From an optimization exercise on the open Yosys and OpenROAD flow, aimed at small area; shortcuts taken in it are not production practice.
Where RTL was checked, it was by simulation tests only, not by an equivalence proof against the original.
Function not checked in run 3: the RTL went through the layout flow alone.
No driver is modelled on the clock port, so clocking that relies on it looks cheaper here than on a real chip.
Power is estimated from default activity; no workload was simulated.

==> design/flow/design.v <==
`timescale 1ns / 1ps
module clock(
    input clk,
    input rst,
    input difficulty,
    output reg mole_tick,
    output fast_tick,
    output [1:0] digit,
    output reg blink,
    output sound_tick
    );
    localparam [15:0] M_37500 = 16'h3f4c;
    localparam [15:0] M_50000 = 16'h0e1f;
    localparam [14:0] B_20000 = 15'h03d7;
    localparam [4:0]  S_20    = 5'h1f;
    reg [15:0] m;
    reg past;
    reg mole_clk;
    reg [7:0] f;
    reg [14:0] b;
    reg [4:0] s;
    reg sound;
    wire m_37500 = (m == M_37500);
    wire m_wrap = difficulty ? (m_37500 | past) : (m == M_50000);
    wire b_wrap = (b == B_20000);
    wire s_wrap = (s == S_20);
    always @(posedge clk)
    begin
        if (rst || m_wrap)
            m <= 16'd0;
        else
            m <= {~m[14:0], m[15] ^ m[2]};
        if (rst || m_wrap)
            past <= 1'b0;
        else if (m_37500)
            past <= 1'b1;
        if (rst)
            mole_clk <= 1'b0;
        else if (m_wrap)
            mole_clk <= ~mole_clk;
        mole_tick <= m_wrap & ~mole_clk;
        if (rst)
            f <= 8'd31;
        else
            f <= f + 8'd1;
        if (rst || b_wrap)
            b <= 15'd0;
        else
            b <= {~b[13:0], b[14] ^ b[0]};
        if (rst)
            blink <= 1'b0;
        else if (b_wrap)
            blink <= ~blink;
        if (rst || s_wrap)
            s <= 5'd0;
        else
            s <= {~s[3:0], s[4] ^ s[0]};
        if (rst)
            sound <= 1'b0;
        else if (s_wrap)
            sound <= ~sound;
    end
    assign fast_tick = &f[5:0];
    assign digit = f[7:6];
    assign sound_tick = sound & (s == 5'd0);
endmodule
`timescale 1ns / 1ps
module reset(
    input btn,
    input clk,
    input rst,
    output reg reset
    );
    always @(posedge clk)
        reset <= ~rst & btn;
endmodule
`timescale 1ns / 1ps
module start(
    input btn,
    input clk,
    input rst,
    input reset,
    output reg enable
    );
    always @(posedge clk)
    begin
        if (rst || reset)
            enable <= 1'b0;
        else if (btn)
            enable <= 1'b1;
    end
endmodule
`timescale 1ns / 1ps
module difficulty(
    input clk,
    input rst,
    input tick,
    input difficulty_btn,
    output reg difficulty
    );
    localparam [11:0] C_3000 = 12'he84;
    reg [11:0] c;
    wire c_0 = (c == 12'd0);
    wire c_3000 = (c == C_3000);
    always @(posedge clk)
    begin
        if (rst)
        begin
            difficulty <= 1'b0;
            c <= 12'd0;
        end
        else if (tick)
        begin
            if (!difficulty_btn)
                c <= 12'd0;
            else if (c_3000)
                c <= 12'd1;
            else
                c <= {c[10:0], ~(c[11] ^ c[10])};
            if (difficulty_btn && (c_0 || c_3000))
                difficulty <= ~difficulty;
        end
    end
endmodule
`timescale 1ns / 1ps
module random(
    clk, rst, tick, reset,
    data
    );
    input clk;
    input rst;
    input tick;
    input reset;
    output reg [4:0] data;
    reg [4:0] data_next;
    always @* begin
        data_next[4] = data[4]^data[1];
        data_next[3] = data[3]^data[0];
        data_next[2] = data[2]^data_next[4];
        data_next[1] = data[1]^data_next[3];
        data_next[0] = data[0]^data_next[2];
    end
    always @(posedge clk)
    begin
        if (rst)
            data <= 5'h1f;
        else if (tick)
        begin
            if (reset)
                data <= 5'h1f;
            else
                data <= data_next;
        end
    end
endmodule
`timescale 1ns / 1ps
module mole(
    input enable,
    input clk,
    input rst,
    input tick,
    input reset,
    input difficulty,
    input [4:0] mole,
    output reg [4:0] led,
    output reg blink,
    output reg end_enable,
    output reg start_enable,
    output led_changed
    );
    reg [4:0] i;
    wire i_31 = (i == 5'h15);
    wire i_0 = (i == 5'd0);
    wire i_30 = (i == 5'h1f);
    wire [3:0] pat = {difficulty & mole[3], mole[2:0]};
    wire clr = reset | i_31;
    wire set = ~reset & ~i_31 & ~i_0;
    assign led_changed = ~rst & tick & (reset | enable) &
        (clr ? led[4] : (set & (~led[4] | (led[3:0] != pat))));
    always @(posedge clk)
    begin
        if (rst)
        begin
            i <= 5'd0;
            blink <= 1'b0;
            led <= 5'd0;
            end_enable <= 1'b0;
            start_enable <= 1'b0;
        end
        else if (tick)
        begin
            if (reset)
            begin
                i <= 5'd0;
                blink <= 1'b0;
                led <= 5'd0;
                end_enable <= 1'b0;
            end
            else if (enable)
            begin
                if (i_31)
                begin
                    end_enable <= ~end_enable;
                    blink <= 1'b1;
                    led <= 5'd0;
                end
                else if (i_0)
                begin
                    start_enable <= ~start_enable;
                    i <= {~i[3:0], i[4] ^ i[1]};
                end
                else
                begin
                    start_enable <= 1'b0;
                    end_enable <= 1'b0;
                    led <= {1'b1, pat};
                    i <= i_30 ? 5'h15 : {~i[3:0], i[4] ^ i[1]};
                end
            end
        end
    end
endmodule
`timescale 1ns / 1ps
module display(
    input [3:0] digit0,
    input [3:0] digit1,
    input [3:0] digit2,
    input [3:0] digit3,
    input clk,
    input rst,
    input tick,
    input [1:0] cnt,
    input blink,
    input blink_enable,
    input enable,
    input btn,
    input difficulty,
    output [3:0] AN,
    output [7:0] seg
    );
    reg blank;
    reg [4:0] v;
    wire mode = btn & ~enable;
    wire blank_v = ~mode & blink & blink_enable;
    reg [3:0] dig;
    always @*
    begin
        case (cnt)
            2'd0: dig = digit0;
            2'd1: dig = digit1;
            2'd2: dig = digit2;
            default: dig = digit3;
        endcase
    end
    always @(posedge clk)
    begin
        if (rst)
        begin
            blank <= 1'b1;
            v <= 5'd31;
        end
        else if (tick)
        begin
            blank <= blank_v;
            if (!blank_v)
                v <= mode ? {2'b10, difficulty, cnt} : {1'b0, dig};
        end
    end
    wire [31:0] o = 32'd1 << v;
    wire [6:0] s;
    assign s[0] = ~(o[0] | o[2] | o[3] | o[5] | o[6] | o[7] | o[8] | o[9] | o[16] | o[17] | o[18] | o[21]);
    assign s[1] = ~(o[0] | o[1] | o[2] | o[3] | o[4] | o[7] | o[8] | o[9] | o[17] | o[19] | o[20] | o[21] | o[23]);
    assign s[2] = ~(o[0] | o[1] | o[3] | o[4] | o[5] | o[6] | o[7] | o[8] | o[9] | o[17] | o[18] | o[19] | o[20] | o[21] | o[23]);
    assign s[3] = ~(o[0] | o[2] | o[3] | o[5] | o[6] | o[8] | o[9] | o[16] | o[18] | o[19] | o[23]);
    assign s[4] = ~(o[0] | o[2] | o[6] | o[8] | o[16] | o[17] | o[20] | o[21] | o[22] | o[23]);
    assign s[5] = ~(o[0] | o[4] | o[5] | o[6] | o[7] | o[8] | o[9] | o[16] | o[17] | o[18] | o[19] | o[20] | o[21]);
    assign s[6] = ~(o[2] | o[3] | o[4] | o[5] | o[6] | o[8] | o[9] | o[16] | o[17] | o[18] | o[19] | o[20] | o[21] | o[22] | o[23]);
    assign AN = blank ? 4'b1111 : ~(4'b1000 >> (cnt - 2'd1));
    assign seg = {1'b1, s};
endmodule
`timescale 1ns / 1ps
module whack(
    input clk,
    input rst,
    input tick,
    input [7:0] sw,
    input [4:0] led,
    input led_changed,
    input reset,
    input god_mode,
    output reg [3:0] digit0,
    output reg [3:0] digit1,
    output reg [3:0] digit2,
    output reg [3:0] digit3,
    output reg [7:0] led_out,
    output reg sound_enable
    );
    reg z;
    reg mchg;
    reg [7:0] state;
    reg god;
    wire [15:0] p;
    assign p = 16'd1 << led[3:0];
    wire [7:0] pat;
    assign pat[7] = led[4] & (p[0] | p[8] | p[10]);
    assign pat[6] = led[4] & (p[1] | p[9] | p[14]);
    assign pat[5] = led[4] & (p[2] | p[10] | p[15]);
    assign pat[4] = led[4] & (p[3] | p[11] | p[12]);
    assign pat[3] = led[4] & (p[4] | p[9] | p[12]);
    assign pat[2] = led[4] & (p[5] | p[13]);
    assign pat[1] = led[4] & (p[6] | p[11] | p[14]);
    assign pat[0] = led[4] & (p[7] | p[8] | p[13] | p[15]);
    wire chg = z ? led[4] : mchg;
    wire [7:0] lo0 = chg ? pat : led_out;
    wire [7:0] lo1 = god_mode ? 8'hff : (god ? 8'h00 : lo0);
    wire [7:0] flip = sw ^ state;
    wire hit = |(flip & lo1);
    function [3:0] inc;
        input [3:0] d;
        inc = {(d[2] & d[1] & d[0]) | (d[3] & ~d[0]),
               d[2] ^ (d[1] & d[0]),
               (d[1] ^ d[0]) & ~d[3],
               ~d[0]};
    endfunction
    wire n3 = digit3[3] & digit3[0];
    wire n2 = digit2[3] & digit2[0];
    wire n1 = digit1[3] & digit1[0];
    wire n0 = digit0[3] & digit0[0];
    always @(posedge clk)
    begin
        if (tick)
            z <= reset;
        if (led_changed)
            mchg <= 1'b1;
        else if (tick)
            mchg <= 1'b0;
    end
    always @(posedge clk)
    begin
        if (rst)
        begin
            digit0 <= 4'd0;
            digit1 <= 4'd0;
            digit2 <= 4'd0;
            digit3 <= 4'd0;
            led_out <= 8'd0;
            sound_enable <= 1'b0;
            god <= 1'b0;
        end
        else if (tick)
        begin
            if (reset)
            begin
                digit0 <= 4'd0;
                digit1 <= 4'd0;
                digit2 <= 4'd0;
                digit3 <= 4'd0;
                state <= 8'd0;
                led_out <= 8'd0;
                sound_enable <= 1'b0;
            end
            else
            begin
                led_out <= lo1 & ~flip;
                state <= sw;
                god <= god_mode;
                sound_enable <= hit;
                if (hit)
                begin
                    digit3 <= inc(digit3);
                    if (n3)
                    begin
                        digit2 <= inc(digit2);
                        if (n2)
                        begin
                            if (!n1)
                                digit1 <= inc(digit1);
                            else if (!n0)
                            begin
                                digit1 <= 4'd0;
                                digit0 <= inc(digit0);
                            end
                        end
                    end
                end
            end
        end
    end
endmodule
`timescale 1ns / 1ps
module sound(
    input clk,
    input rst,
    input tick,
    input enable,
    input start_enable,
    input end_enable,
    input god_mode,
    output reg speaker
    );
    localparam [9:0] C_1000 = 10'h2b2;
    reg [9:0] c;
    wire event_v = enable | start_enable | end_enable;
    wire idle = &c;
    wire c_1000 = (c == C_1000);
    always @(posedge clk)
    begin
        if (rst)
        begin
            speaker <= 1'b0;
            c <= 10'h3ff;
        end
        else if (tick)
        begin
            if (event_v)
            begin
                speaker <= ~speaker;
                c <= 10'd0;
            end
            else if (c_1000 || idle)
            begin
                speaker <= 1'b0;
                c <= 10'h3ff;
            end
            else
            begin
                speaker <= ~speaker;
                c <= {c[8:0], ~(c[9] ^ c[6])};
            end
        end
    end
endmodule
`timescale 1ns / 1ps
module konami(
    input up_btn, down_btn, left_btn, right_btn, mid_btn,
    input clk,
    input rst,
    input tick,
    output reg god_mode
    );
    reg [1:0] mem;
    reg up_s, down_s, left_s, right_s;
    wire [4:0] b = {up_btn, down_btn, left_btn, right_btn, mid_btn};
    always @(posedge clk)
    begin
        if (rst)
        begin
            god_mode <= 1'b0;
            mem <= 2'd0;
            up_s <= 1'b0;
            down_s <= 1'b0;
            left_s <= 1'b0;
            right_s <= 1'b0;
        end
        else if (tick)
        begin
            case (b)
                5'b10000: up_s <= 1'b1;
                5'b01000: down_s <= 1'b1;
                5'b00100: left_s <= 1'b1;
                5'b00010: right_s <= 1'b1;
                5'b00000:
                begin
                    if (up_s)
                    begin
                        mem <= (mem == 2'd0) ? 2'd1 : 2'd0;
                        up_s <= 1'b0;
                    end
                    else if (down_s)
                    begin
                        mem <= (mem == 2'd1) ? 2'd2 : 2'd0;
                        down_s <= 1'b0;
                    end
                    else if (left_s)
                    begin
                        mem <= (mem == 2'd2) ? 2'd3 : 2'd0;
                        left_s <= 1'b0;
                    end
                    else if (right_s)
                    begin
                        if (mem == 2'd3)
                            god_mode <= ~god_mode;
                        mem <= 2'd0;
                        right_s <= 1'b0;
                    end
                end
                default: ;
            endcase
        end
    end
endmodule
`timescale 1ns / 1ps
module whack_a_mole(
    input clk,
    input rst,
    input [7:0] sw,
    input start,
    input reset_btn,
    input difficulty_btn,
    input left,
    input down,
    output [7:0] led,
    output [7:0] seg,
    output [3:0] an,
    output speaker
    );
    wire reset;
    wire enable;
    wire mole_tick;
    wire fast_tick;
    wire [1:0] digit;
    wire blink;
    wire blink_enable;
    wire sound_tick;
    wire sound_enable;
    wire end_enable;
    wire start_enable;
    wire led_changed;
    wire [4:0] mole_num;
    wire [4:0] led_code;
    wire [3:0] digit0, digit1, digit2, digit3;
    wire difficulty;
    wire god_mode;
    start btn (
        .btn(start), .clk(clk), .rst(rst), .reset(reset), .enable(enable));
    reset rst_btn (
        .btn(reset_btn), .clk(clk), .rst(rst), .reset(reset));
    difficulty diff (
        .clk(clk), .rst(rst), .tick(fast_tick),
        .difficulty_btn(difficulty_btn), .difficulty(difficulty));
    clock clock (
        .clk(clk), .rst(rst), .difficulty(difficulty),
        .mole_tick(mole_tick), .fast_tick(fast_tick), .digit(digit),
        .blink(blink), .sound_tick(sound_tick));
    random random (
        .clk(clk), .rst(rst), .tick(fast_tick), .reset(reset), .data(mole_num));
    mole mole (
        .reset(reset), .enable(enable), .clk(clk), .rst(rst), .tick(mole_tick),
        .difficulty(difficulty), .led(led_code), .mole(mole_num),
        .blink(blink_enable), .end_enable(end_enable),
        .start_enable(start_enable), .led_changed(led_changed));
    display display (
        .digit0(digit0), .digit1(digit1), .digit2(digit2), .digit3(digit3),
        .clk(clk), .rst(rst), .tick(fast_tick), .cnt(digit), .blink(blink),
        .blink_enable(blink_enable), .enable(enable), .btn(difficulty_btn),
        .difficulty(difficulty), .AN(an), .seg(seg));
    whack whack (
        .reset(reset), .clk(clk), .rst(rst), .tick(fast_tick), .sw(sw),
        .god_mode(god_mode), .led(led_code), .led_changed(led_changed),
        .digit0(digit0), .digit1(digit1), .digit2(digit2), .digit3(digit3),
        .led_out(led), .sound_enable(sound_enable));
    sound sound (
        .clk(clk), .rst(rst), .tick(sound_tick), .enable(sound_enable),
        .start_enable(start_enable), .end_enable(end_enable),
        .speaker(speaker), .god_mode(god_mode));
    konami konami (
        .up_btn(difficulty_btn), .down_btn(down), .left_btn(left),
        .right_btn(reset_btn), .mid_btn(start), .clk(clk), .rst(rst),
        .tick(fast_tick), .god_mode(god_mode));
endmodule
==> design/flow/flow/run.sh <==
#!/bin/bash
# Layout flow: the standard flow (standard.sh, unchanged synthesis and
# steps), with smaller port buffers and a clock tree without dummy loads.
set -e
cp standard.sh standard.sh.copy
export BUFFER_PORTS_ARGS="-buffer_cell sky130_fd_sc_hd__buf_1"
export CTS_ARGS="-sink_clustering_enable -repair_clock_nets -dont_use_dummy_load -root_buf sky130_fd_sc_hd__clkbuf_8 -buf_list sky130_fd_sc_hd__clkbuf_8"
bash standard.sh > standard.log 2>&1
==> design/flow/standard.sh <==
#!/bin/bash
# synth_recipe.tcl (not shown) runs the flow's synth.tcl, then flattens the netlist and writes it again
# the make line also repeats each setting of config.mk as NAME=value (left out here)
make -C /OpenROAD-flow-scripts/flow DESIGN_CONFIG=/design/flow/config.mk WORK_HOME=/design/flow/orfs CLKGATE_MAP_FILE= SYNTH_SCRIPT=/design/flow/synth_recipe.tcl "${@:-finish}"
==> design/flow/config.mk <==
export PLATFORM = sky130hd
export DESIGN_NAME = whack_a_mole
export DESIGN_NICKNAME = whack_a_mole
export VERILOG_FILES = /design/flow/design.v
export SDC_FILE = /design/flow/constraint.sdc
export NUM_CORES = 4
export LEC_CHECK = 0
export CAP_MARGIN = 20
export CORE_MARGIN = 2
export CORE_UTILIZATION = 85
export PLACE_DENSITY = 0.9
export SLEW_MARGIN = 20
==> design/flow/constraint.sdc <==
create_clock -name core_clock -period 10.0 [get_ports {clk}]
set_input_delay 2.0000 -clock core_clock [delete_from_list [all_inputs] [get_ports {clk}]]
set_output_delay 2.0000 -clock core_clock [all_outputs]
set_load 0.01 [all_outputs]
==> reports/qor.txt, run 1 <==
most used cell, CP: a21oi_1
Cells after Synth: 735
period utilisation layout: 40.3%
Antenna Cells: 0
Final Critical Period: 4030 ps
DR WL/cell: 21.0 um
count of final setup violators: 0
Tightest Pin Transition: 985 ps
top-area cell type share of the netlist area: 41.7%
Resized cells post-CTS: 0
Synth area leader: dfxtp_1
Synth cell types: 73
Placer Congestion: 0.872
RSZ-0062 raised after global routing: false
Async S/R FF share, synth: 0%
Iter 0 DRT Violations: 776
Clock power frac: 31.3%
Syn Area/Cell: 8.69 um^2
Top Ports: 36
run status: finished clean
Remaining DRCs: 0
Synth area leaders: dfxtp_1 42%, nor2_1 6.6%, edfxtp_1 4.2%
vias per cell: 7.27
Sw Share: 27.0%
Remaining Overflow, GRT: 0
largest net degree at the start of global routing: 72
VDD IR-drop max: 150 uV
vias: 6133
# rows: 31
DP Cell Count: 827
Worst Setup Path Type: reg -> out
register share of total power: 58.5%
area grow syn2layout: 5.03%
Final #Nets: 769
WP buf/inv: 2
most numerous cell in the Yosys netlist: dfxtp_1
Fmax achieved: 0.248 GHz
fin. max-slew vios: 0
Detailed Routing Iterations Pass 1: 7
post-route clock skew: 40.3 ps
share of layout cells above drive strength 1: 4.97%
Clock Tree Root: clkbuf_8
Gate power share: 10.2%
worst-path maximum fanout: 13
initial antenna violation count: 0
Seq/Total Area, Yosys: 45.9%
ys flop type: dfxtp_1
global-route wire length before repair: 28500 um
EDFF count, synth: 9
Filler Cells Inserted: 280
clock sink count: 142
synth warn: 10
post-CTS setup buffers: 0
Seq cells post-synth: 142
Core Area: 7250 um^2
maxcap violations: 0
type of the tightest min-delay check: reg -> reg
Post-Layout Cell Count: 844
die area: 8230 um^2
Final Hold Fails: 0
Pleak: 2.54 nW
Worst-path clk slew: 80 ps
Antenna Nets Post-Route: 0
Commonest cells post-synth: 133 x dfxtp_1, 112 x nor2_1, 65 x nand2_1, 48 x a21oi_1
Synthesized Nets: 757
PwrDens: 160 nW/um^2
TritonCTS clock tree: built
Tot Pwr: 0.00108 W
Hold-fix buffers, CTS: 0
Critical Path Max Stage Delay: 550 ps
Skew-Pair Late Insertion Delay: 460 ps
total track usage: 43.0%
via count of the first global-routing pass: 5866
CTS Buffer Depth: 2
register area: 2930 um^2
Cell Area, Synth: 6390 um^2
Initial Utilization: 88.1%
CP max stage cell: dfxtp_1
H-tree depth: 4
switching pwr: 0.000291 W
IO buf count: 34
area of the multi-input gates: 3200 um^2
crit-path cells: inv_1, nand3_1, a21oi_1, a211oi_1, nor2_1, a21oi_1, buf_1
Chip Height: 90.7 um
P_int: 0.000785 W
DP HPWL: 10400 um
Detailed Route WL: 17700 um
startpoint types: register
family with the most delay on the worst path: flip-flops
Die Wd: 90.7 um
Setup TNS: 0 ps
WP data arrival: 2030 ps
Critical Path Sink Type: output pin
Worst EP required: 8000 ps
Inserted Clock Buffers: 17
Slew headroom: 34.1%
## area by class of cell
type	instances	area share, %
inverters	19	1.06
flip-flops and latches	142	43.7
multi-input cells	530	47.6
repair buffers	37	2.26
well taps	99	1.85
clock buffers	17	3.49
## final timing paths
kind,from,endpoint,slack (ps),cells past startpoint
setup / recovery,display.v[1],seg[3],5970,7
hold / removal,clock.b[13],clock.b[14],420,1
setup reg to reg,mole.led[4],whack.digit1[3],7020,7
hold reg to reg,clock.b[13],clock.b[14],420,1
## layout by cell type (no fill, tap or decap), types with 11 or more instances in the layout
cell / Yosys / final
a21oi_1: 48 / 48
a22o_1: 17 / 17
a31oi_1: 14 / 14
buf_1: 4 / 33
clkbuf_8: 0 / 17
dfxtp_1: 133 / 133
inv_1: 18 / 18
nand2_1: 65 / 65
nand3_1: 34 / 34
nor2_1: 112 / 112
nor2b_1: 14 / 14
nor3_1: 13 / 13
o211ai_1: 11 / 11
o21ai_0: 19 / 19
xnor2_1: 13 / 13
xor2_1: 18 / 18
## state kept, by name, summed over array words and instances (netlist names), 2 cells and up
register and flops:
clock.b 15, clock.f 8, clock.m 16, clock.s 5, diff.c 12, display.v 5, konami.mem 2, mole.i 5
mole.led 5, random.data 5, sound.c 10, whack.digit0 4, whack.digit1 4, whack.digit2 4, whack.digit3 4, whack.led_out 8
whack.state 8
## power by group through the flow
| stage | registers [W] | logic (W) | clock network, W |
|---|---|---|---|
| 3_5_place_dp | 0.000638 | 0.000101 | 0 |
| 6_report | 0.000630 | 0.000110 | 0.000337 |
| 2_1_floorplan | 0.000623 | 0.0000884 | 0 |
| 4_1_cts | 0.000627 | 0.000106 | 0.000328 |
| 5_1_grt | 0.000631 | 0.000118 | 0.000352 |
| 3_3_place_gp | 0.000635 | 0.0000933 | 0 |
## worst register-to-register path, cell delays in order, from the launching register on
cell and delay, ps:
dfxtp_1 450, mux2i_1 220, and2_4 240, a221o_1 400, a2111oi_4 440, nand3_2 460
or3b_1 510, a31oi_1 170
## kinds of logic after synthesis
| group | after synthesis | share of synthesized area (%) |
|---|---|---|
| AO/OA/AOI/OAI | 167 | 18.1 |
| XOR/XNOR | 31 | 4.25 |
| adder cells (fa/ha/maj) | 7 | 1.37 |
| buffers and inverters | 63 | 4.05 |
| flip-flops | 142 | 45.9 |
| multiplexers | 12 | 2.51 |
| other | 1 | 0.0587 |
| AND/OR/NAND/NOR | 312 | 23.8 |
## layer usage
| metal | track usage [%] | up-vias | wire length [um] |
|---|---|---|---|
| met5 | 0 | - | 0 |
| met4 | 22.3 | 0 | 945 |
| met3 | 10.8 | 137 | 1690 |
| met2 | 72.8 | 494 | 8610 |
| met1 | 50.5 | 2866 | 6490 |
| li1 | - | 2636 | - |
## through the flow
stage / hold WS, ps / worst slack, ps / area, um^2 / util (%)
after floorplan: 384 / 6540 / 6390 / -
final: 418 / 5970 / 6710 / 92.5
after detailed placement: 401 / 5950 / 6480 / 89.3
after CTS: 418 / 5990 / 6710 / 92.5
after global routing: 435 / 5850 / 6710 / 92.5
after global placement: 390 / 6020 / 6480 / 89.3
==> run 2: changes to the inputs <==
==> design/flow/flow/run.sh (replaced) <==
#!/bin/bash
# Layout flow: the standard flow (standard.sh: the standard synthesis and
# ORFS steps, unchanged), with three changes to how the layout is made:
#  - the port buffers are buf_1 instead of ORFS's default choice;
#  - CTS uses clkbuf_4 (root clkbuf_8) and no dummy loads;
#  - after CTS, post_cts.tcl gives the clock buffers whose flip-flop clock
#    pins would see a slow slew a clkbuf_8 instead, and legalizes again.
# Each tool's full output goes to standard.log (and ORFS's own logs under
# orfs/logs).
set -e
export BUFFER_PORTS_ARGS="-buffer_cell sky130_fd_sc_hd__buf_1"
export CTS_ARGS="-sink_clustering_enable -repair_clock_nets -dont_use_dummy_load -root_buf sky130_fd_sc_hd__clkbuf_8 -buf_list sky130_fd_sc_hd__clkbuf_4"
export POST_CTS_TCL="$PWD/flow/post_cts.tcl"
bash standard.sh > standard.log 2>&1
==> design/flow/flow/post_cts.tcl (new file) <==
# After CTS: give each clock buffer that drives flip-flop clock pins with a
# slow slew the next larger clock buffer, then legalize the placement again.
proc my_fix_clock_slew { limit_ns } {
  estimate_parasitics -placement
  set changed 0
  foreach inst [get_cells clkbuf_*] {
    set cell [get_property [get_lib_cells -of_objects $inst] name]
    if { $cell != "sky130_fd_sc_hd__clkbuf_4" } { continue }
    set worst 0
    foreach pin [get_pins -of_objects [get_nets -of_objects [get_pins [get_name $inst]/X]] -filter "direction == input"] {
      set s [get_property $pin slew_max]
      if { $s > $worst } { set worst $s }
    }
    if { $worst > $limit_ns } {
      replace_cell $inst sky130_fd_sc_hd__clkbuf_8
      incr changed
    }
  }
  puts "my_fix_clock_slew: $changed clock buffers upsized"
  return $changed
}
if { [my_fix_clock_slew 0.110] > 0 } {
  detailed_placement
  check_placement -verbose
  estimate_parasitics -placement
}
--- a/design/flow/config.mk
+++ b/design/flow/config.mk
@@ -7,6 +7,6 @@
 export LEC_CHECK = 0
 export CAP_MARGIN = 20
 export CORE_MARGIN = 2
-export CORE_UTILIZATION = 85
-export PLACE_DENSITY = 0.9
+export CORE_UTILIZATION = 70
+export PLACE_DENSITY = 0.8
 export SLEW_MARGIN = 20
==> run 2 against run 1 <==
Still clean; sequential share of layout area increased by 0.38 points; sequential power decreased by 0.8%; clock power decreased by 18%; global-route usage decreased by 14 points; critical path type unchanged.
==> reports/qor.txt, run 2 <==
Commonest cells post-synth: 133 x dfxtp_1, 112 x nor2_1, 65 x nand2_1, 48 x a21oi_1
fin. max-slew vios: 0 (unchanged)
total track usage: 28.5% (-14 points)
type of the tightest min-delay check: reg -> reg
count of final setup violators: 0 (unchanged)
top-area cell type share of the netlist area: 41.7% (unchanged)
Setup TNS: 0 ps (unchanged)
Skew-Pair Late Insertion Delay: 420 ps (-40 ps)
run status: finished clean
Seq cells post-synth: 142 (unchanged)
Final WS setup: 6080 ps (+114 ps)
Remaining DRCs: 0 (unchanged)
Die Wd: 99.5 um (+9.7%)
synth warn: 10 (unchanged)
DP Cell Count: 836 (+1.1%)
via count of the first global-routing pass: 4964 (-15%)
Final Hold Fails: 0 (unchanged)
global-route wire length before repair: 23000 um (-19%)
Worst Setup Path Type: reg -> out
Tightest Pin Transition: 1050 ps (+64.2 ps)
Cell Area, Synth: 6390 um^2 (unchanged)
period utilisation layout: 39.2% (-1.1 points)
Placer Congestion: 0.867 (-0.63%)
Async S/R FF share, synth: 0% (unchanged)
Critical Path Start: display.v[1]
vias per cell: 6.30 (-13%)
maxcap violations: 0 (unchanged)
initial antenna violation count: 0 (unchanged)
Seq/Total Area, Yosys: 45.9% (unchanged)
IO buf count: 34 (unchanged)
post-route clock skew: 29.3 ps (-11.0 ps)
DR WL/cell: 15.9 um (-24%)
min-delay src: clock.b[2]
clock sink count: 142 (unchanged)
Synth area leaders: dfxtp_1 42%, nor2_1 6.6%, edfxtp_1 4.2%
ys flop type: dfxtp_1
most common cell after layout, fill and taps aside: dfxtp_1
Iter 0 DRT Violations: 364 (-53%)
largest reg by FF count: clock.m
Worst EP required: 8000 ps (about the same)
Post-Place Setup Slack: 5940 ps (-5.99 ps)
Worst Hold Slack: 410 ps (-7.51 ps)
Critical Path Sink Type: output pin
RSZ-0062 raised after global routing: false
Cells after Synth: 735 (unchanged)
most numerous cell in the Yosys netlist: dfxtp_1
Synthesized Nets: 757 (unchanged)
Final Critical Period: 3920 ps (-114 ps)
largest net degree at the start of global routing: 72 (unchanged)
Filler Cells Inserted: 678 (+140%)
worst-path maximum fanout: 13 (unchanged)
Chip Height: 99.5 um (+9.7%)
area grow syn2layout: 4.13%
Pleak: 2.51 nW (-1.1%)
Antenna Cells: 0 (unchanged)
Worst-path clk slew: 90 ps (about the same)
Final #Nets: 769 (unchanged)
Synth area leader: dfxtp_1
max FFs per register: 16 (unchanged)
startpoint types: register
Post-Layout Cell Count: 853 (+1.1%)
die area: 9910 um^2 (+20%)
WP data arrival: 1920 ps (-110 ps)
worst reg2reg endpoint: whack.digit1[1]
vias: 5372 (-12%)
TritonCTS clock tree: built
DP HPWL: 9240 um (-11%)
Remaining Overflow, GRT: 0 (unchanged)
Antenna Nets Post-Route: 0 (unchanged)
share of layout cells above drive strength 1: 4.97% (unchanged)
cells on worst reg2reg path: 7 (unchanged)
EDFF count, synth: 9 (unchanged)
VDD IR-drop max: 108 uV (-28%)
biggest registers after layout: clock.m x16, clock.b x15, diff.c x12
Core Area: 8810 um^2 (+21%)
Syn Area/Cell: 8.69 um^2 (unchanged)
Detailed Route WL: 13600 um (-24%)
CP endpoint: seg[3]
Detailed Routing Iterations Pass 1: 7 (unchanged)
Synth cell types: 73 (unchanged)
# rows: 34 (+9.7%)
R2R Setup Slk: 7120 ps (+100 ps)
Fmax achieved: 0.255 GHz (+2.9%)
Initial Utilization: 72.5% (-16 points)
Slew headroom: 29.8% (-4.3 points)
worst r2r src: whack.z
Top Ports: 36 (unchanged)
PwrDens: 151 nW/um^2 (-5.9%)
commonest cells after routing, fill and taps aside: 133 x dfxtp_1, 112 x nor2_1, 65 x nand2_1
run 2: cell count changes in the layout (fill, tap and decap cells not counted):
cell,delta
clkbuf_8,-11
clkbuf_4,+11
run 2: power by group:
part	total (W)	switching [W]	internal, W
Clock	0.000277	0.000173	0.000105
Sequential	0.000625	0.0000280	0.000597
Combinational	0.000102	0.0000633	0.0000383
run 2: worst min-delay path by stage:
stage            endpoint  slack, ps  cells after the start
2_1_floorplan  clock.f[0]        380                      1
3_3_place_gp   clock.f[0]        400                      1
3_5_place_dp   clock.f[0]        400                      1
5_1_grt        clock.b[2]        430                      1
6_report       clock.b[3]        410                      1
run 2: layout make-up:
type                            instances  area, um^2  share of cell area (%)
Clock buffer                           17         165                    2.48
Inverter                               19        71.3                    1.07
Multi-Input combinational cell        530        3200                    48.1
Sequential cell                       142        2930                    44.1
Tap cell                              108         135                    2.03
Timing Repair Buffer                   37         151                    2.28
run 2: metal layers:
layer	global-route usage, %	share of wire, %	routed length, um	up-vias
met4	9.48	0.77	104	0
met2	45.5	46	6300	185
met5	0	0	0	-
met1	39.2	47	6410	2520
li1	-	-	-	2650
met3	5.69	5.5	749	17
run 2: critical path: stages, from the launching register on:
cell      delay (ps)
dfxtp_1          580
inv_1            180
nand3_1          120
a21oi_1           70
a211oi_1         220
nor2_1            60
a21oi_1          120
buf_1            160
run 2: cells by family after synthesis:
family | count (synthesis) | share of synthesized area [%]
AO/OA/AOI/OAI | 167 | 18.1
XOR/XNOR | 31 | 4.25
adder cells (fa/ha/maj) | 7 | 1.37
buffers and inverters | 63 | 4.05
flip-flops | 142 | 45.9
multiplexers | 12 | 2.51
other | 1 | 0.0587
AND/OR/NAND/NOR | 312 | 23.8
run 2: per-stage QoR:
step	util [%]	power (W)	cell area (um^2)
after global placement	73.7	0.000731	6490
after floorplan	-	0.000712	6390
final	75.5	0.00100	6650
after global routing	75.5	0.00105	6650
after detailed placement	73.7	0.000737	6490
==> run 3: changes to the inputs <==
--- a/design/flow/design.v
+++ b/design/flow/design.v
@@ -142,11 +142,9 @@
     end
     always @(posedge clk)
     begin
-        if (rst)
-            data <= 5'h1f;
-        else if (tick)
+        if (tick | rst)
         begin
-            if (reset)
+            if (reset | rst)
                 data <= 5'h1f;
             else
                 data <= data_next;
@@ -175,26 +173,20 @@
     wire [3:0] pat = {difficulty & mole[3], mole[2:0]};
     wire clr = reset | i_31;
     wire set = ~reset & ~i_31 & ~i_0;
-    assign led_changed = ~rst & tick & (reset | enable) &
+    assign led_changed = tick & (reset | enable) &
         (clr ? led[4] : (set & (~led[4] | (led[3:0] != pat))));
     always @(posedge clk)
     begin
-        if (rst)
+        if (tick | rst)
         begin
-            i <= 5'd0;
-            blink <= 1'b0;
-            led <= 5'd0;
-            end_enable <= 1'b0;
-            start_enable <= 1'b0;
-        end
-        else if (tick)
-        begin
-            if (reset)
+            if (reset | rst)
             begin
                 i <= 5'd0;
                 blink <= 1'b0;
                 led <= 5'd0;
                 end_enable <= 1'b0;
+                if (rst)
+                    start_enable <= 1'b0;
             end
             else if (enable)
             begin
@@ -335,21 +327,15 @@
         else if (tick)
             mchg <= 1'b0;
     end
+    wire en = tick | rst;
+    wire clr = reset | rst;
+    wire c2 = hit & n3;
+    wire c1 = c2 & n2;
     always @(posedge clk)
     begin
-        if (rst)
-        begin
-            digit0 <= 4'd0;
-            digit1 <= 4'd0;
-            digit2 <= 4'd0;
-            digit3 <= 4'd0;
-            led_out <= 8'd0;
-            sound_enable <= 1'b0;
-            god <= 1'b0;
-        end
-        else if (tick)
+        if (en)
         begin
-            if (reset)
+            if (clr)
             begin
                 digit0 <= 4'd0;
                 digit1 <= 4'd0;
@@ -358,6 +344,8 @@
                 state <= 8'd0;
                 led_out <= 8'd0;
                 sound_enable <= 1'b0;
+                if (rst)
+                    god <= 1'b0;
             end
             else
             begin
@@ -366,23 +354,13 @@
                 god <= god_mode;
                 sound_enable <= hit;
                 if (hit)
-                begin
                     digit3 <= inc(digit3);
-                    if (n3)
-                    begin
-                        digit2 <= inc(digit2);
-                        if (n2)
-                        begin
-                            if (!n1)
-                                digit1 <= inc(digit1);
-                            else if (!n0)
-                            begin
-                                digit1 <= 4'd0;
-                                digit0 <= inc(digit0);
-                            end
-                        end
-                    end
-                end
+                if (c2)
+                    digit2 <= inc(digit2);
+                if (c1 & ~(n1 & n0))
+                    digit1 <= inc(digit1);
+                if (c1 & n1 & ~n0)
+                    digit0 <= inc(digit0);
             end
         end
     end
==> run 3 against run 2 <==
Sequential power is about 10% higher; maximum frequency is 8.0% lower; hold slack worse by 13 ps; final cell count is 11% lower; clock skew is 3.4 ps lower; critical path depth is 1 lower; clock power is 9.0% lower; critical path type is now in -> reg; largest power group unchanged; highest routed layer unchanged.
==> reports/qor.txt, run 3 <==
area of the multi-input gates: 2700 um^2 (-15%)
Critical Path Sink Type: register
Slew headroom: 34.1% (+4.3 points)
Tightest Pin Transition: 987 ps (-62.3 ps)
top-area cell type share of the netlist area: 28.4% (-13 points)
Synth cell types: 62 (-15%)
Worst Hold Slack: 397 ps (-13.4 ps)
max FFs per register: 16 (unchanged)
count of final setup violators: 0 (unchanged)
DP Area: 6400 um^2 (-1.4%)
Core Area: 8720 um^2 (-0.97%)
Remaining DRCs: 0 (unchanged)
Tot Pwr: 0.00108 W (+7.2%)
Synthesized Nets: 653 (-14%)
Async S/R FF share, synth: 0% (unchanged)
synth warn: 10 (unchanged)
area grow syn2layout: 4.27%
biggest registers after layout: clock.m x16, clock.b x15, diff.c x12
Syn Area/Cell: 9.95 um^2 (+14%)
P_int: 0.000797 W (+7.8%)
type of the tightest min-delay check: reg -> reg
share of layout cells above drive strength 1: 5.52% (+0.56 points)
Post-Layout Cell Count: 760 (-11%)
IO buf count: 34 (unchanged)
RSZ-0062 raised after global routing: false
ys flop type: dfxtp_1
Synth area leaders: dfxtp_1 28%, edfxtp_1 25%, nor2_1 5.6%
Clock power frac: 23.4% (-4.2 points)
Antenna Cells: 0 (unchanged)
PwrDens: 164 nW/um^2 (+9.0%)
register share of total power: 64.0% (+1.8 points)
Chip Height: 98.7 um (-0.85%)
most numerous cell in the Yosys netlist: nor2_1
Die Wd: 98.7 um (-0.85%)
Final Hold Fails: 0 (unchanged)
Detailed Route WL: 11600 um (-14%)
Top Ports: 36 (unchanged)
EDFF count, synth: 53 (+44)
Skew-Pair Late Insertion Delay: 410 ps (about the same)
register area: 3370 um^2 (+15%)
vias per cell: 6.03 (-4.3%)
period utilisation layout: 42.6% (+3.4 points)
largest reg by FF count: clock.m
clock sink count: 142 (unchanged)
Worst Setup Path Type: in -> reg
maxcap violations: 0 (unchanged)
WP data arrival: 4280 ps (+2360 ps)
crit-path cells: clkbuf_2, buf_4, nor2_1, inv_1, nand3_1, o21ai_0
Pleak: 2.38 nW (-5.3%)
most common cell after layout, fill and taps aside: nor2_1
Fmax achieved: 0.235 GHz (-8.0%)
Synth area leader: dfxtp_1
Final Critical Period: 4260 ps (+341 ps)
Placer Congestion: 0.848 (-2.1%)
DR WL/cell: 15.3 um (-3.7%)
Critical Path Max Stage Delay: 800 ps (+220 ps)
fin. max-slew vios: 0 (unchanged)
initial antenna violation count: 0 (unchanged)
total track usage: 25.4% (-3.2 points)
Cell Area, Synth: 6280 um^2 (-1.8%)
Seq/Total Area, Yosys: 53.7% (+7.8 points)
TritonCTS clock tree: built
run status: finished clean
VDD IR-drop max: 120 uV (+11%)
via count of the first global-routing pass: 4376 (-12%)
startpoint types: primary input
largest net degree at the start of global routing: 58 (-19%)
Remaining Overflow, GRT: 0 (unchanged)
Worst-path clk slew: 110 ps (+20 ps)
Setup TNS: 0 ps (unchanged)
Detailed Routing Iterations Pass 1: 5 (-2)
DP Cell Count: 743 (-11%)
switching pwr: 0.000279 W (+5.7%)
post-route clock skew: 25.9 ps (-3.36 ps)
Seq cells post-synth: 142 (unchanged)
Filler Cells Inserted: 633 (-6.6%)
die area: 9740 um^2 (-1.7%)
DP HPWL: 8170 um (-12%)
Worst EP required: 10030 ps (+2030 ps)
worst-path maximum fanout: 57 (+44)
WP buf/inv: 3 (+1)
family with the most delay on the worst path: buffers and inverters
vias: 4582 (-15%)
Antenna Nets Post-Route: 0 (unchanged)
CP max stage cell: inv_1
Gate power share: 12.6% (+2.5 points)
Final #Nets: 676 (-12%)
global-route wire length before repair: 20100 um (-13%)
Iter 0 DRT Violations: 234 (-36%)
Initial Utilization: 72.0% (-0.58 points)
Commonest cells post-synth: 94 x nor2_1, 89 x dfxtp_1, 53 x edfxtp_1, 53 x nand2_1, 33 x a21oi_1
fin area: 6540 um^2 (-1.6%)
Sw Share: 26.0% (-0.37 points)
# rows: 34 (unchanged)
Cells after Synth: 631 (-14%)
commonest cells after routing, fill and taps aside: 94 x nor2_1, 89 x dfxtp_1, 53 x nand2_1, 53 x edfxtp_1
[run 3: through the flow]
stage | setup slack, ps | util, %
finish | 5740 | 75.0
global route | 5570 | 75.0
detailed placement | 5340 | 73.4
global placement | 5410 | 73.4
floorplan | 6240 | -
[run 3: power by group through the flow]
stage | logic [W] | registers [W] | clock network (W)
3_3_place_gp | 0.000130 | 0.000698 | 0
5_1_grt | 0.000153 | 0.000696 | 0.000280
2_1_floorplan | 0.000116 | 0.000683 | 0
3_5_place_dp | 0.000135 | 0.000701 | 0
6_report | 0.000136 | 0.000689 | 0.000252
[run 3: worst paths after layout]
path | to | start | slack, ps | depth (start not counted)
max | whack.digit2[3] | rst | 5740 | 6
min | clock.b[8] | clock.b[7] | 400 | 1
max reg2reg | whack.digit2[3] | clock.f[0] | 6600 | 7
min reg2reg | clock.b[8] | clock.b[7] | 400 | 1
[run 3: logic make-up after synthesis]
group | count (synthesis) | synth area share (%)
and+or+nand+nor | 276 | 21.9
buffers and inverters | 44 | 3.17
muxes | 14 | 2.67
xor gates and xnor gates | 36 | 5.02
adders and majority gates | 7 | 1.40
DFF | 142 | 53.7
other | 1 | 0.0598
AOI/OAI and AO/OA | 111 | 12.1
[run 3: routing by layer]
layer / global-route usage, % / part of all wire, % / wire, um
met1: 35.5 / 48 / 5550
met2: 40.6 / 47 / 5510
met3: 5.11 / 3.9 / 457
met4: 7.59 / 1.1 / 130
met5: 0 / 0 / 0
[run 3: worst register-to-register path: stages, from the launching register on]
cell	delay, ps
dfxtp_1	360
ha_1	270
nand3_2	220
clkinv_1	300
nor2_1	700
inv_1	690
nand2_1	320
o21ai_0	250
[run 3: cell type report]
class                      instances  area share (%)
tap                              108            2.07
clock buffer                      17            2.24
timing repair buffer              35            2.08
multi-input combinational        445            41.3
inverter                          13           0.746
sequential                       142            51.5
==> run 4: changes to the inputs <==
--- a/design/flow/design.v
+++ b/design/flow/design.v
@@ -20,10 +20,10 @@
     reg [14:0] b;
     reg [4:0] s;
     reg sound;
-    wire m_37500 = (m == M_37500);
-    wire m_wrap = difficulty ? (m_37500 | past) : (m == M_50000);
-    wire b_wrap = (b == B_20000);
-    wire s_wrap = (s == S_20);
+    wire m_37500 = ((m & 16'hefdf) == (M_37500 & 16'hefdf));
+    wire m_wrap = difficulty ? (m_37500 | past) : ((m & 16'hf7fb) == (M_50000 & 16'hf7fb));
+    wire b_wrap = ((b & 15'h7fdb) == (B_20000 & 15'h7fdb));
+    wire s_wrap = ((s & 5'h0f) == (S_20 & 5'h0f));
     always @(posedge clk)
     begin
         if (rst || m_wrap)
@@ -62,7 +62,7 @@
     end
     assign fast_tick = &f[5:0];
     assign digit = f[7:6];
-    assign sound_tick = sound & (s == 5'd0);
+    assign sound_tick = sound & ((s & 5'h1b) == 5'd0);
 endmodule
 `timescale 1ns / 1ps
 module reset(
@@ -100,8 +100,8 @@
     );
     localparam [11:0] C_3000 = 12'he84;
     reg [11:0] c;
-    wire c_0 = (c == 12'd0);
-    wire c_3000 = (c == C_3000);
+    wire c_0 = ((c & 12'h7fb) == 12'd0);
+    wire c_3000 = ((c & 12'hfb7) == (C_3000 & 12'hfb7));
     always @(posedge clk)
     begin
         if (rst)
==> run 4 against run 3 <==
Still clean; cell area shrank 0.36%; hold slack lost 1.4 ps; core utilization grew 0.094 points; first-iteration DRC count grew 18%; synthesized cell count shrank 1.3%; clock power grew 2%; global-route usage shrank 0.21 points; clock skew grew 2.8 ps; setup slack lost 24 ps; via count grew 0.46%; register-to-register slack lost 60 ps; sequential share of layout area grew 0.19 points; critical path type unchanged; largest power group unchanged.
==> reports/qor.txt, run 4 <==
vias: 4603 (+0.46%)
count of final setup violators: 0 (unchanged)
DP Area: 6370 um^2 (-0.37%)
clock sink count: 142 (unchanged)
synth warn: 10 (unchanged)
post-route clock skew: 28.7 ps (+2.76 ps)
Synthesized Nets: 644 (-1.4%)
commonest cells after routing, fill and taps aside: 95 x nor2_1, 89 x dfxtp_1, 53 x edfxtp_1
DR WL/cell: 15.6 um (+2.0%)
biggest registers after layout: clock.m x16, clock.b x15, diff.c x12
WP data arrival: 4370 ps (+90 ps)
Die Wd: 98.4 um (-0.32%)
global-route wire length before repair: 19900 um (-1.2%)
Setup TNS: 0 ps (unchanged)
Critical Path Sink Type: register
EDFF count, synth: 53 (unchanged)
Worst-path clk slew: 100 ps (about the same)
max FFs per register: 16 (unchanged)
worst-path maximum fanout: 59 (+3.5%)
fin. max-slew vios: 0 (unchanged)
Seq cells post-synth: 142 (unchanged)
Async S/R FF share, synth: 0% (unchanged)
Synth area leader: dfxtp_1
Final Hold Fails: 0 (unchanged)
Cells after Synth: 623 (-1.3%)
initial antenna violation count: 0 (unchanged)
Critical Path Max Stage Delay: 780 ps (-20 ps)
Synth cell types: 59 (-4.8%)
Placer Congestion: 0.825 (-2.7%)
period utilisation layout: 42.8% (+0.24 points)
total track usage: 25.2% (-0.21 points)
Top Ports: 36 (unchanged)
Cell Area, Synth: 6230 um^2 (-0.68%)
Worst Setup Path Type: in -> reg
Remaining Overflow, GRT: 0 (unchanged)
Antenna Nets Post-Route: 0 (unchanged)
Core Area: 8680 um^2 (-0.49%)
die area: 9680 um^2 (-0.65%)
Iter 0 DRT Violations: 275 (+18%)
PwrDens: 166 nW/um^2 (+1.0%)
IO buf count: 34 (unchanged)
maxcap violations: 0 (unchanged)
Tightest Pin Transition: 915 ps (-72.6 ps)
Syn Area/Cell: 10.0 um^2 (+0.60%)
via count of the first global-routing pass: 4350 (-0.59%)
Remaining DRCs: 0 (unchanged)
area grow syn2layout: 4.60%
Pleak: 2.38 nW (+0.31%)
Final #Nets: 666 (-1.5%)
RSZ-0062 raised after global routing: false
Worst EP required: 10090 ps (+60 ps)
fin area: 6520 um^2 (-0.36%)
Detailed Routing Iterations Pass 1: 5 (unchanged)
Filler Cells Inserted: 630 (-0.47%)
Commonest cells post-synth: 95 x nor2_1, 89 x dfxtp_1, 53 x edfxtp_1, 51 x nand2_1, 33 x a21oi_1
top-area cell type share of the netlist area: 28.6% (+0.19 points)
VDD IR-drop max: 97.6 uV (-18%)
vias per cell: 6.13 (+1.7%)
Chip Height: 98.4 um (-0.32%)
ys flop type: dfxtp_1
type of the tightest min-delay check: reg -> reg
CP max stage cell: nor2_1
most common cell after layout, fill and taps aside: nor2_1
Antenna Cells: 0 (unchanged)
Fmax achieved: 0.234 GHz (-0.56%)
Seq/Total Area, Yosys: 54.1% (+0.37 points)
DP HPWL: 8070 um (-1.2%)
largest net degree at the start of global routing: 60 (+3.4%)
TritonCTS clock tree: built
startpoint types: primary input
largest reg by FF count: clock.m
Worst Hold Slack: 395 ps (-1.39 ps)
most numerous cell in the Yosys netlist: nor2_1
run status: finished clean
Slew headroom: 38.8% (+4.7 points)
Final Critical Period: 4280 ps (+23.9 ps)
Detailed Route WL: 11700 um (+0.75%)
# rows: 34 (unchanged)
share of layout cells above drive strength 1: 5.44% (-0.078 points)
Skew-Pair Late Insertion Delay: 400 ps (about the same)
crit-path cells: clkbuf_2, buf_4, nor2_1, inv_1, nand2_1, o31ai_1
Initial Utilization: 71.8% (-0.14 points)
Synth area leaders: dfxtp_1 29%, edfxtp_1 26%, nor2_1 5.7%
## run 4: cell types whose count changed after synthesis, sizes merged, moves of 4 or more
| cell | change |
|---|---|
| a22o | +5 |
| and3 | -4 |
| clkbuf | +4 |
| mux2i | -4 |
| nand4 | +4 |
| nor3 | -7 |
## run 4: worst paths after layout
| path | slack, ps | start | cells after the start | to |
|---|---|---|---|---|
| hold / removal | 400 | clock.b[2] | 1 | clock.b[3] |
| setup reg to reg | 6540 | clock.f[0] | 7 | whack.digit0[2] |
| setup / recovery | 5720 | rst | 6 | whack.digit0[2] |
| hold reg to reg | 400 | clock.b[2] | 1 | clock.b[3] |
## run 4: area by class of cell
| class | instances | area [um^2] | area share (%) |
|---|---|---|---|
| well taps | 108 | 135 | 2.07 |
| flip-flops and latches | 142 | 3370 | 51.7 |
| inverters | 9 | 33.8 | 0.518 |
| multi-input cells | 440 | 2700 | 41.3 |
| clock buffers | 17 | 146 | 2.25 |
| repair buffers | 35 | 136 | 2.09 |
## run 4: metrics by stage
step | power, W | setup WS (ps) | instances | util, %
floorplan | 0.000802 | 6420 | 623 | -
global route | 0.00113 | 5540 | 751 | 75.1
global placement | 0.000831 | 5400 | 734 | 73.4
detailed placement | 0.000840 | 5330 | 734 | 73.4
finish | 0.00108 | 5720 | 751 | 75.1
## run 4: cells by family after synthesis
| group | synth area share [%] |
|---|---|
| and+or+nand+nor | 22.5 |
| DFF | 54.1 |
| AOI/OAI and AO/OA | 12.7 |
| buffers and inverters | 2.65 |
| xor gates and xnor gates | 4.92 |
| muxes | 1.87 |
| adders and majority gates | 1.20 |
| other | 0.0602 |
## run 4: critical path: cells and delay by family
family          cells  cell delay [ps]
simple gates        2             1090
buf+inv             3             1050
compound gates      1              210
## run 4: per-layer routing
layer | wire length, um | global-route usage [%]
met3 | 468 | 5.01
met5 | 0 | 0
met4 | 58 | 6.74
met2 | 5710 | 41.5
met1 | 5490 | 34.3
## run 4: report_power, final
group | switching (W) | leakage (nW) | total, W | internal [W]
combinational | 0.0000791 | 1.04 | 0.000138 | 0.0000593
sequential | 0.0000438 | 1.26 | 0.000690 | 0.000646
clock | 0.000163 | 0.0860 | 0.000256 | 0.0000921
==> run 5: changes to the inputs <==
--- a/design/flow/design.v
+++ b/design/flow/design.v
@@ -12,18 +12,16 @@
     localparam [15:0] M_37500 = 16'h3f4c;
     localparam [15:0] M_50000 = 16'h0e1f;
     localparam [14:0] B_20000 = 15'h03d7;
-    localparam [4:0]  S_20    = 5'h1f;
     reg [15:0] m;
     reg past;
     reg mole_clk;
     reg [7:0] f;
     reg [14:0] b;
-    reg [4:0] s;
-    reg sound;
+    reg [5:0] s;
     wire m_37500 = ((m & 16'hefdf) == (M_37500 & 16'hefdf));
     wire m_wrap = difficulty ? (m_37500 | past) : ((m & 16'hf7fb) == (M_50000 & 16'hf7fb));
     wire b_wrap = ((b & 15'h7fdb) == (B_20000 & 15'h7fdb));
-    wire s_wrap = ((s & 5'h0f) == (S_20 & 5'h0f));
+    wire s_wrap = ((s & 6'h1d) == 6'h14);
     always @(posedge clk)
     begin
         if (rst || m_wrap)
@@ -52,17 +50,13 @@
         else if (b_wrap)
             blink <= ~blink;
         if (rst || s_wrap)
-            s <= 5'd0;
+            s <= 6'd0;
         else
-            s <= {~s[3:0], s[4] ^ s[0]};
-        if (rst)
-            sound <= 1'b0;
-        else if (s_wrap)
-            sound <= ~sound;
+            s <= {~s[4:0], s[5] ^ s[0]};
     end
     assign fast_tick = &f[5:0];
     assign digit = f[7:6];
-    assign sound_tick = sound & ((s & 5'h1b) == 5'd0);
+    assign sound_tick = ((s & 6'h2f) == 6'h06);
 endmodule
 `timescale 1ns / 1ps
 module reset(
@@ -249,7 +243,7 @@
         if (rst)
         begin
             blank <= 1'b1;
-            v <= 5'd31;
+            v <= 5'd30;
         end
         else if (tick)
         begin
@@ -258,15 +252,14 @@
                 v <= mode ? {2'b10, difficulty, cnt} : {1'b0, dig};
         end
     end
-    wire [31:0] o = 32'd1 << v;
     wire [6:0] s;
-    assign s[0] = ~(o[0] | o[2] | o[3] | o[5] | o[6] | o[7] | o[8] | o[9] | o[16] | o[17] | o[18] | o[21]);
-    assign s[1] = ~(o[0] | o[1] | o[2] | o[3] | o[4] | o[7] | o[8] | o[9] | o[17] | o[19] | o[20] | o[21] | o[23]);
-    assign s[2] = ~(o[0] | o[1] | o[3] | o[4] | o[5] | o[6] | o[7] | o[8] | o[9] | o[17] | o[18] | o[19] | o[20] | o[21] | o[23]);
-    assign s[3] = ~(o[0] | o[2] | o[3] | o[5] | o[6] | o[8] | o[9] | o[16] | o[18] | o[19] | o[23]);
-    assign s[4] = ~(o[0] | o[2] | o[6] | o[8] | o[16] | o[17] | o[20] | o[21] | o[22] | o[23]);
-    assign s[5] = ~(o[0] | o[4] | o[5] | o[6] | o[7] | o[8] | o[9] | o[16] | o[17] | o[18] | o[19] | o[20] | o[21]);
-    assign s[6] = ~(o[2] | o[3] | o[4] | o[5] | o[6] | o[8] | o[9] | o[16] | o[17] | o[18] | o[19] | o[20] | o[21] | o[22] | o[23]);
+    assign s[0] = ~((~v[0] & ~v[2]) | (v[1] & ~v[4]) | (v[0] & ~v[1] & v[2]) | (v[3] & ~v[4]) | (~v[1] & ~v[2] & v[4]));
+    assign s[1] = ~((~v[2] & ~v[4]) | (v[0] & v[4]) | (~v[0] & ~v[1] & v[2]) | (v[0] & v[1]));
+    assign s[2] = ~((v[0]) | (~v[1] & ~v[4]) | (v[2] & ~v[4]) | (~v[1] & v[2]) | (v[1] & ~v[2] & v[4]));
+    assign s[3] = ~((~v[0] & ~v[2]) | (v[1] & ~v[2]) | (v[3] & ~v[4]) | (~v[0] & v[1] & ~v[4]) | (v[0] & v[1] & v[4]) | (v[0] & ~v[1] & v[2] & ~v[4]));
+    assign s[4] = (v[0] & ~v[4]) | (v[1] & ~v[2] & v[4]) | (v[1] & v[3]) | (~v[1] & v[2] & ~v[4]);
+    assign s[5] = (v[1] & v[2] & v[4]) | (v[1] & ~v[2] & ~v[4]) | (v[0] & ~v[2] & ~v[3] & ~v[4]);
+    assign s[6] = (~v[1] & ~v[2] & ~v[3] & ~v[4]) | (v[1] & v[3]) | (v[0] & v[1] & v[2] & ~v[4]);
     assign AN = blank ? 4'b1111 : ~(4'b1000 >> (cnt - 2'd1));
     assign seg = {1'b1, s};
 endmodule
--- a/design/flow/flow/run.sh
+++ b/design/flow/flow/run.sh
@@ -11,4 +11,5 @@
 export BUFFER_PORTS_ARGS="-buffer_cell sky130_fd_sc_hd__buf_1"
 export CTS_ARGS="-sink_clustering_enable -repair_clock_nets -dont_use_dummy_load -root_buf sky130_fd_sc_hd__clkbuf_8 -buf_list sky130_fd_sc_hd__clkbuf_4"
 export POST_CTS_TCL="$PWD/flow/post_cts.tcl"
+export RECOVER_POWER=100
 bash standard.sh > standard.log 2>&1
==> run 5 against run 4 <==
Now fails the layout checks on capacitance limit, slew limit; core utilization down 0.25 points; non-clock buffer count unchanged; maximum frequency shrank 36%; global-route usage grew 0.20 points; combinational power is 9% higher; die area down 0.73%; setup slack got worse by 2400 ps; final cell count is the same; largest cell class unchanged; sequential power barely moved.
==> reports/qor.txt, run 5 <==
Syn Area/Cell: 9.96 um^2 (-0.44%)
Cells after Synth: 621 (-0.32%)
Antenna Nets Post-Route: 0 (unchanged)
Die Wd: 98.0 um (-0.37%)
Commonest cells post-synth: 98 x nor2_1, 89 x dfxtp_1, 53 x edfxtp_1, 47 x nand2_1, 37 x a21oi_1
top-area cell type share of the netlist area: 28.8% (+0.22 points)
die area: 9600 um^2 (-0.73%)
Remaining DRCs: 0 (unchanged)
commonest cells after routing, fill and taps aside: 98 x nor2_1, 89 x dfxtp_1, 53 x edfxtp_1
Worst Setup Path Type: in -> reg
M2 GR Usage: 42.0% (+0.55 points)
IO buf count: 34 (unchanged)
Synth area leaders: dfxtp_1 29%, edfxtp_1 26%, nor2_1 5.9%
Final #Nets: 666 (unchanged)
count of final setup violators: 0 (unchanged)
Fmax achieved: 0.149 GHz (-36%)
area grow syn2layout: 4.53% (about the same)
grt peak-use layer: met2
Tightest Pin Transition: 2460 ps (+1550 ps)
initial antenna violation count: 0 (unchanged)
Antenna Cells: 0 (unchanged)
Synth cell types: 65 (+10%)
Pleak: 2.37 nW (-0.44%)
Synth area leader: dfxtp_1
Initial Utilization: 71.6% (-0.20 points)
Clock power frac: 23.0% (-0.6 points)
SO Viols: capacitance limit, slew limit
VDD IR-drop max: 122 uV (+25%)
cells on worst reg2reg path: 7 (unchanged)
DR WL/cell: 15.6 um (about the same)
TritonCTS clock tree: built
biggest registers after layout: clock.m x16, clock.b x15, diff.c x12
synth warn: 10 (unchanged)
worst-path maximum fanout: 60 (+1.7%)
Detailed Route WL: 11700 um (about the same)
max FFs per register: 16 (unchanged)
vias per cell: 6.14 (+0.22%)
period utilisation layout: 67.1% (+24 points)
post-route clock skew: 53.8 ps (+25.1 ps)
Synth Area in XOR/XNOR: 4.96% (+0.038 points)
Worst EP required: 10040 ps (-50 ps)
startpoint types: primary input
Worst-path clk slew: 90 ps (about the same)
Sw Share: 26.5% (+0.052 points)
most common cell after layout, fill and taps aside: nor2_1
WP data arrival: 6750 ps (+2380 ps)
Async S/R FF share, synth: 0% (unchanged)
Remaining Overflow, GRT: 0 (unchanged)
largest net degree at the start of global routing: 61 (+1.7%)
EDFF count, synth: 53 (unchanged)
Final WS setup: 3290 ps (-2420 ps)
worst hold path depth: 1 (unchanged)
switching pwr: 0.000288 W (+0.75%)
Seq cells post-synth: 142 (unchanged)
Core Area: 8640 um^2 (-0.49%)
fin. max-slew vios: 98 (+98)
met1 global-route usage: 32.5% (-1.8 points)
Seq/Total Area, Yosys: 54.5% (+0.42 points)
share of layout cells above drive strength 1: 4.98% (-0.47 points)
Gate power share: 13.9% (+1.1 points)
type of the tightest min-delay check: reg -> reg
Detailed Routing Iterations Pass 1: 5 (unchanged)
Final Critical Period: 6710 ps (+2420 ps)
DP HPWL: 8290 um (+2.7%)
complex-gate fraction of the synthesized area: 13.4% (+0.74 points)
largest reg by FF count: clock.m
Cell Area, Synth: 6190 um^2 (-0.76%)
Final Hold Fails: 0 (unchanged)
ys flop type: dfxtp_1
adder-cell share of the synthesized area: 1.21% (+0.0093 points)
Skew-Pair Late Insertion Delay: 410 ps (about the same)
register share of total power: 63.1% (-0.5 points)
PwrDens: 168 nW/um^2 (+1.4%)
RSZ-0062 raised after global routing: false
maxcap violations: 2 (+2)
global-route wire length before repair: 19800 um (-0.62%)
Chip Height: 98.0 um (-0.37%)
Final Core Density: 74.9% (-0.25 points)
total track usage: 25.4% (+0.20 points)
Synthesized Nets: 642 (-0.31%)
Setup TNS: 0 ps (unchanged)
combinational family with the most area after synthesis: simple AND/OR/NAND/NOR gates
via count of the first global-routing pass: 4444 (+2.2%)
Slew headroom: -64.1% (-100 points)
clock sink count: 142 (unchanged)
global routing usage on met3: 7.16% (+2.1 points)
post-synthesis mux area share: 1.40% (-0.47 points)
run status: complete, but fails checks
Top Ports: 36 (unchanged)
Placer Congestion: 0.797 (-3.4%)
most numerous cell in the Yosys netlist: nor2_1
Post-Synth Simple-Gate Area: 21.4% (-1.2 points)
# rows: 34 (unchanged)
Critical Path Sink Type: register
vias: 4613 (+0.22%)
Filler Cells Inserted: 651 (+3.3%)
Iter 0 DRT Violations: 279 (+1.5%)
P_int: 0.000801 W (+0.48%)
Post-Place Setup Slack: 5480 ps (+156 ps)
## run 5: cell types whose count changed in the layout (fill, tap and decap cells not counted), moves of 4 or more
cell / delta
a21o_1: +4
a21oi_1: +4
a22o_1: -4
and2_0: +6
and2_1: -7
inv_1: +7
nand2_1: -4
nand3_1: +6
## run 5: power by group through the flow
stage / clock network [W] / logic, W / registers, W
detailed placement: 0 / 0.000150 / 0.000700
global route: 0.000280 / 0.000169 / 0.000694
floorplan: 0 / 0.000122 / 0.000685
global placement: 0 / 0.000143 / 0.000697
finish: 0.000250 / 0.000151 / 0.000688
## run 5: cell type report
| class | count | area [um^2] | share of cell area (%) |
|---|---|---|---|
| Inverter | 15 | 56.3 | 0.871 |
| Timing Repair Buffer | 35 | 133 | 2.05 |
| Sequential cell | 142 | 3370 | 52.2 |
| Tap cell | 108 | 135 | 2.09 |
| Clock buffer | 17 | 146 | 2.26 |
| Multi-Input combinational cell | 434 | 2620 | 40.6 |
## run 5: per-layer routing
layer | wire [um] | vias to the layer above
met4 | 165 | 0
li1 | - | 2248
met3 | 702 | 19
met5 | 0 | -
met1 | 5130 | 2208
met2 | 5740 | 138
## run 5: stage by stage
stage	area, um^2	hold WS [ps]	power [W]	instances
final	6470	388	0.00109	751
after global routing	6470	394	0.00114	751
after detailed placement	6320	379	0.000849	734
after global placement	6320	371	0.000840	734
after floorplan	6190	368	0.000807	621
## run 5: worst paths after layout
| path | from | to | slack (ps) |
|---|---|---|---|
| min reg2reg | clock.b[5] | clock.b[6] | 390 |
| max | rst | whack.digit3[1] | 3290 |
| min | clock.b[5] | clock.b[6] | 390 |
| max reg2reg | clock.f[0] | whack.digit2[1] | 6250 |
## run 5: kinds of logic (layout without fill, tap and decap cells)
logic type                 count (synthesis)  count (layout)
and+or+nand+nor                          267             267
DFF                                      142             142
AOI/OAI and AO/OA                        119             119
buffers and inverters                     45              67
xor gates and xnor gates                  35              35
adders and majority gates                  6               6
muxes                                      6               6
other                                      1               1
## run 5: worst max-delay path: stages
cell and delay, ps:
clkbuf_2 70, clkbuf_1 1740, or2_0 1560, inv_1 780
a21oi_1 580
==> run 6: changes to the inputs <==
--- a/design/flow/flow/run.sh
+++ b/design/flow/flow/run.sh
@@ -11,5 +11,4 @@
 export BUFFER_PORTS_ARGS="-buffer_cell sky130_fd_sc_hd__buf_1"
 export CTS_ARGS="-sink_clustering_enable -repair_clock_nets -dont_use_dummy_load -root_buf sky130_fd_sc_hd__clkbuf_8 -buf_list sky130_fd_sc_hd__clkbuf_4"
 export POST_CTS_TCL="$PWD/flow/post_cts.tcl"
-export RECOVER_POWER=100
 bash standard.sh > standard.log 2>&1
==> run 6 against run 5 <==
Hold slack hardly changed; global-route usage did not move; sequential share of layout area barely moved; the run now finishes clean; critical path type unchanged; combinational power about the same; clock skew is 1.1 ps higher; non-clock buffer count unchanged; routed wire length shrank 0.28%; synthesized area stayed put; largest power group unchanged; die area stayed put; final cell count did not move.
==> reports/qor.txt, run 6 <==
Placer Congestion: 0.797 (unchanged)
Worst EP required: 10090 ps (+50 ps)
R2R Setup Slk: 6540 ps (+290 ps)
Final Core Density: 74.9% (about the same)
Synth area leaders: dfxtp_1 29%, edfxtp_1 26%, nor2_1 5.9%
Tightest Pin Transition: 949 ps (-1510 ps)
vias per cell: 6.13 (-0.22%)
most common cell after layout, fill and taps aside: nor2_1
Critical Path Start: rst
DP HPWL: 8290 um (unchanged)
Syn Area/Cell: 9.96 um^2 (unchanged)
Worst Hold Slack: 388 ps (-0.0560 ps)
largest net degree at the start of global routing: 61 (unchanged)
Filler Cells Inserted: 651 (unchanged)
Seq/Total Area, Yosys: 54.5% (unchanged)
Async S/R FF share, synth: 0% (unchanged)
Chip Height: 98.0 um (unchanged)
TritonCTS clock tree: built
Worst Setup Path Type: in -> reg
top-area cell type share of the netlist area: 28.8% (unchanged)
fin. max-slew vios: 0 (-100%)
Initial Utilization: 71.6% (unchanged)
# rows: 34 (unchanged)
worst r2r src: clock.f[0]
most numerous cell in the Yosys netlist: nor2_1
Commonest cells post-synth: 98 x nor2_1, 89 x dfxtp_1, 53 x edfxtp_1, 47 x nand2_1, 37 x a21oi_1
Pleak: 2.39 nW (+0.57%)
type of the tightest min-delay check: reg -> reg
initial antenna violation count: 0 (unchanged)
startpoint types: primary input
area grow syn2layout: 4.59% (about the same)
Top Ports: 36 (unchanged)
Cells after Synth: 621 (unchanged)
Tot Pwr: 0.00109 W (about the same)
Slew headroom: 36.7% (+100 points)
run status: finished clean
count of final setup violators: 0 (unchanged)
EDFF count, synth: 53 (unchanged)
Remaining DRCs: 0 (unchanged)
Remaining Overflow, GRT: 0 (unchanged)
Iter 0 DRT Violations: 339 (+22%)
WP data arrival: 4220 ps (-2530 ps)
Cell Area, Synth: 6190 um^2 (unchanged)
worst reg2reg endpoint: whack.digit2[1]
register share of total power: 63.1% (about the same)
post-route clock skew: 55.0 ps (+1.12 ps)
commonest cells after routing, fill and taps aside: 98 x nor2_1, 89 x dfxtp_1, 53 x edfxtp_1
Die Wd: 98.0 um (unchanged)
vias: 4603 (-0.22%)
switching pwr: 0.000289 W (+0.16%)
Clock power frac: 23.0% (about the same)
P_int: 0.000801 W (about the same)
die area: 9600 um^2 (unchanged)
Skew-Pair Late Insertion Delay: 410 ps (about the same)
Critical Path Sink Type: register
Detailed Routing Iterations Pass 1: 5 (unchanged)
Seq cells post-synth: 142 (unchanged)
CP endpoint: whack.digit2[1]
Worst-path clk slew: 120 ps (+30 ps)
Synthesized Nets: 642 (unchanged)
max FFs per register: 16 (unchanged)
Core Area: 8640 um^2 (unchanged)
PwrDens: 168 nW/um^2 (about the same)
period utilisation layout: 41.3% (-26 points)
synth warn: 10 (unchanged)
maxcap violations: 0 (-2)
worst-path maximum fanout: 60 (unchanged)
Final Hold Fails: 0 (unchanged)
ys flop type: dfxtp_1
Antenna Nets Post-Route: 0 (unchanged)
VDD IR-drop max: 122 uV (about the same)
-- run 6: changes by cell type in the layout (fill, tap and decap cells not counted), sizes merged --
cell	previous run	this run
clkbuf	19	18
buf	33	34
-- run 6: how the worst min path moves through the flow --
stage          cells past startpoint          to        from  slack [ps]
3_3_place_gp                       1  clock.b[6]  clock.b[5]         370
6_report                           1  clock.b[6]  clock.b[5]         390
3_5_place_dp                       1  clock.b[6]  clock.b[5]         380
2_1_floorplan                      1  clock.b[3]  clock.b[2]         370
5_1_grt                            1  clock.b[6]  clock.b[5]         390
-- run 6: logic make-up after synthesis --
logic type,count (synthesis),share of synthesized area (%)
mux,6,1.40
fa+ha+maj,6,1.21
buf+inv,45,3.07
compound gates,119,13.4
flops,142,54.5
xor+xnor,35,4.96
other cells,1,0.0606
simple gates,267,21.4
-- run 6: metrics by stage --
step | cells | setup WS (ps) | instance area [um^2]
after floorplan | 621 | 6440 | 6190
after global placement | 734 | 5570 | 6320
after detailed placement | 734 | 5480 | 6320
after global routing | 751 | 5730 | 6470
final | 751 | 5870 | 6470
-- run 6: area by class of cell --
cell class	instances	area, um^2	share of cell area [%]
clock buffers	17	146	2.26
inverters	15	56.3	0.870
multi-input cells	434	2620	40.5
flip-flops and latches	142	3370	52.1
well taps	108	135	2.09
repair buffers	35	136	2.11
-- run 6: power groups by stage --
stage / sequential [W] / combinational (W) / clock, W
floorplan: 0.000685 / 0.000122 / 0
finish: 0.000687 / 0.000151 / 0.000251
detailed placement: 0.000700 / 0.000150 / 0
global route: 0.000694 / 0.000169 / 0.000280
global placement: 0.000697 / 0.000143 / 0
-- run 6: critical path: stages --
cell and delay, ps:
clkbuf_2 70, buf_4 480, nor2_1 320, inv_1 780, nand3_1 190, o21ai_1 360
-- run 6: layer usage --
layer / vias to the layer above / global-route usage (%) / share of wire, %
met5: - / 0 / 0
met4: 0 / 8.01 / 1.4
met3: 18 / 7.16 / 5.7
met2: 135 / 42.0 / 49
met1: 2201 / 32.5 / 44
li1: 2249 / - / -

==> afterwards: timing with drivers on the ports <==
No port has a modelled driver above. Below, the same layouts with a new extraction and two added sets of constraints.
Step 1 assumes that a clkbuf_16 drives the clock port and a buf_2 every other input.
Step 2 times the ports against the registers' clock, not the clock port: input delays grow and output delays shrink by t, the midpoint of the rising clock arrivals with the driver on.
a / b / c = no drivers / after step 1 / after step 2; a / b = the first two.
run	t (ns)	setup WS [ns]
run 1	0.473	5.969 / 5.938 / 5.818
run 2	0.438	6.083 / 6.050 / 5.881
run 3	0.425	5.742 / 5.753 / 5.327
run 4	0.415	5.718 / 5.730 / 5.315
run 5	0.414	3.295 / 3.305 / 2.891
run 6	0.416	5.874 / 5.883 / 5.467
